This design comes from an exercise in tuning for small area on the open sky130 flow, not from production work.
Only simulation tests tie the RTL to the original design; equivalence was not proved.
Power figures rest on the tool's default switching activity, not on a simulated workload.

==> flow/design.v (excerpt) <==
module mxu (
    clk,
    rst_n,
    start_vld,
    lsu_mxu_vld,
    lsu_mxu_conv_vld,
    lsu_mxu_clr,
    lsu_mxu_iram_vld,
    lsu_mxu_iram_pld,
    lsu_mxu_wram_vld,
    lsu_mxu_wram_pld,
    lsu_mxu_pool_vld,
    lsu_mxu_pool_size,
    lsu_mxu_act_vld,
    lsu_mxu_act_type,
    lsu_mxu_wfi,
    mxu_lsu_int8_row0_data,
    mxu_lsu_int16_row0_data,
    mxu_lsu_int8_row1_data,
    mxu_lsu_int16_row1_data,
    mxu_lsu_int8_row2_data,
    mxu_lsu_int16_row2_data,
    mxu_lsu_int8_row3_data,
    mxu_lsu_int16_row3_data,
    mxu_lsu_int8_row4_data,
    mxu_lsu_int16_row4_data,
    mxu_lsu_int8_row5_data,
    mxu_lsu_int16_row5_data,
    mxu_lsu_int8_row6_data,
    mxu_lsu_int16_row6_data,
    mxu_lsu_int8_row7_data,
    mxu_lsu_int16_row7_data,
    mxu_lsu_data_rdy,
    mxu_lsu_rdy,
    wfi
);
Size: roughly 19,000 cells after synthesis, roughly 2,200 flip-flops, ~1,700 I/O pins, about 190,000 µm² of cells after synthesis.
==> flow/config.mk <==
export PLATFORM = sky130hd
export DESIGN_NAME = mxu
export DESIGN_NICKNAME = mxu
export VERILOG_FILES = /design/flow/design.v
export SDC_FILE = /design/flow/constraint.sdc
export NUM_CORES = 4
export LEC_CHECK = 0
export ABC_AREA = 1
export CAP_MARGIN = 20
export CORE_MARGIN = 2
export CORE_UTILIZATION = 62
export PLACE_DENSITY = 0.7
export SLEW_MARGIN = 20
==> flow/constraint.sdc <==
create_clock -name core_clock -period 10.0 [get_ports {clk}]
set_input_delay 2.0000 -clock core_clock [delete_from_list [all_inputs] [get_ports {clk}]]
set_output_delay 2.0000 -clock core_clock [all_outputs]
set_load 0.01 [all_outputs]
standard.sh (not shown) runs the stock make flow with config.mk's settings and CLKGATE_MAP_FILE= SYNTH_SCRIPT=/design/flow/synth_recipe.tcl, a recipe that flattens the netlist after the stock synthesis.
==> flow/flow/run.sh <==
#!/bin/bash
# The standard layout (the standard.sh, ORFS from synthesis to finish)
# with three changes, none of which touches the registers:
#  - Yosys's synth skips its early ABC pass (-noabc), so the carry-save
#    adder trees written in rtl/pe.v reach extract_fa as written; the later
#    ABC mapping of the remaining logic still runs;
#  - the port buffers are buf_1 cells;
#  - clock tree synthesis inserts no dummy loads and clusters up to 25
#    sinks within 100 um under each leaf buffer.
# Every tool's output goes to a log file in this folder.
set -euo pipefail
bash standard.sh \
  SYNTH_ARGS=-noabc \
  "BUFFER_PORTS_ARGS=-buffer_cell sky130_fd_sc_hd__buf_1" \
  "CTS_ARGS=-sink_clustering_enable -repair_clock_nets -dont_use_dummy_load -sink_clustering_size 25 -sink_clustering_max_diameter 100" \
  finish > make_finish.log 2>&1
Change:
--- a/flow/design.v
+++ b/flow/design.v
@@ -322,77 +322,77 @@
     wire c219;
     wire s220;
     wire c221;
     assign pp1 = a[0] & b[0];
     assign pp2 = a[0] & b[1];
     assign pp3 = a[0] & b[2];
     assign pp4 = a[0] & b[3];
     assign pp5 = a[0] & b[4];
     assign pp6 = a[0] & b[5];
     assign pp7 = a[0] & b[6];
-    assign pp8 = ~(a[0] & b[7]);
+    assign pp8 = ~a[0] | ~b[7];
     assign pp9 = a[1] & b[0];
     assign pp10 = a[1] & b[1];
     assign pp11 = a[1] & b[2];
     assign pp12 = a[1] & b[3];
     assign pp13 = a[1] & b[4];
     assign pp14 = a[1] & b[5];
     assign pp15 = a[1] & b[6];
-    assign pp16 = ~(a[1] & b[7]);
+    assign pp16 = ~a[1] | ~b[7];
     assign pp17 = a[2] & b[0];
     assign pp18 = a[2] & b[1];
     assign pp19 = a[2] & b[2];
     assign pp20 = a[2] & b[3];
     assign pp21 = a[2] & b[4];
     assign pp22 = a[2] & b[5];
     assign pp23 = a[2] & b[6];
-    assign pp24 = ~(a[2] & b[7]);
+    assign pp24 = ~a[2] | ~b[7];
     assign pp25 = a[3] & b[0];
     assign pp26 = a[3] & b[1];
     assign pp27 = a[3] & b[2];
     assign pp28 = a[3] & b[3];
     assign pp29 = a[3] & b[4];
     assign pp30 = a[3] & b[5];
     assign pp31 = a[3] & b[6];
-    assign pp32 = ~(a[3] & b[7]);
+    assign pp32 = ~a[3] | ~b[7];
     assign pp33 = a[4] & b[0];
     assign pp34 = a[4] & b[1];
     assign pp35 = a[4] & b[2];
     assign pp36 = a[4] & b[3];
     assign pp37 = a[4] & b[4];
     assign pp38 = a[4] & b[5];
     assign pp39 = a[4] & b[6];
-    assign pp40 = ~(a[4] & b[7]);
+    assign pp40 = ~a[4] | ~b[7];
     assign pp41 = a[5] & b[0];
     assign pp42 = a[5] & b[1];
     assign pp43 = a[5] & b[2];
     assign pp44 = a[5] & b[3];
     assign pp45 = a[5] & b[4];
     assign pp46 = a[5] & b[5];
     assign pp47 = a[5] & b[6];
-    assign pp48 = ~(a[5] & b[7]);
+    assign pp48 = ~a[5] | ~b[7];
     assign pp49 = a[6] & b[0];
     assign pp50 = a[6] & b[1];
     assign pp51 = a[6] & b[2];
     assign pp52 = a[6] & b[3];
     assign pp53 = a[6] & b[4];
     assign pp54 = a[6] & b[5];
     assign pp55 = a[6] & b[6];
-    assign pp56 = ~(a[6] & b[7]);
-    assign pp57 = ~(a[7] & b[0]);
-    assign pp58 = ~(a[7] & b[1]);
+    assign pp56 = ~a[6] | ~b[7];
+    assign pp57 = ~a[7] | ~b[0];
+    assign pp58 = ~a[7] | ~b[1];
     assign pp59 = a[7] & b[1];
-    assign pp60 = ~(a[7] & b[2]);
-    assign pp61 = ~(a[7] & b[3]);
-    assign pp62 = ~(a[7] & b[4]);
-    assign pp63 = ~(a[7] & b[5]);
-    assign pp64 = ~(a[7] & b[6]);
+    assign pp60 = ~a[7] | ~b[2];
+    assign pp61 = ~a[7] | ~b[3];
+    assign pp62 = ~a[7] | ~b[4];
+    assign pp63 = ~a[7] | ~b[5];
+    assign pp64 = ~a[7] | ~b[6];
     assign pp65 = a[7] & b[7];
     assign s66 = pp6 ^ pp13;
     assign c67 = pp6 & pp13;
     assign s68 = pp7 ^ pp14 ^ pp21;
     assign c69 = (pp7 & pp14) | (pp21 & (pp7 ^ pp14));
     assign s70 = pp28 ^ pp35;
     assign c71 = pp28 & pp35;
     assign s72 = pp8 ^ pp15 ^ pp22;
     assign c73 = (pp8 & pp15) | (pp22 & (pp8 ^ pp15));
     assign s74 = pp29 ^ pp36 ^ pp43;
The changed run completed with no timing, DRC or antenna violations; design area drops by 2.0%; total power drops by 1.2%; register-to-register slack got worse by 0.18 ns; non-clock buffer count drops by 49; worst setup slack got worse by 0.076 ns; synthesized cell count drops by 5.1%; synthesized area drops by 1.4%; utilization drops by 0.61 points; routed wire length drops by 4.5%; sequential share of layout area climbs by 0.48 points; flip-flop and latch count is unchanged; clock power drops by about 0.7%; global-route usage drops by 1.2 points; combinational power drops by about 2%.

static timing again, ports no longer ideal:
How much do the figures lean on ideal ports? The routed layouts below were timed once more, with nothing changed but the port constraints. Step 1 assumes that a clkbuf_16 drives the clock port and a buf_2 every other input. Step 2 adds t to the input delays and takes it off the output delays; t is the mean of the earliest and latest rising clock arrival at the registers after step 1. Input paths then give back, and output paths get back, about the clock's delay inside the block. Three values: ideal, step 1, step 2; two values: the first two.
run | shift t [ns] | setup slack, ns | hold slack, ns
the first run | 0.998 | 0.373 / 0.476 / -0.522 | 0.322 / 0.322 / 0.322
the second run | 0.976 | 0.297 / 0.388 / -0.588 | 0.350 / 0.350 / 0.350
Met with ideal ports but missed after step 2: setup timing in the first run and the second run. For the first run, which loses most, drivers alone change the setup slack by +0.103 ns; drivers and shift together by -0.895 ns.
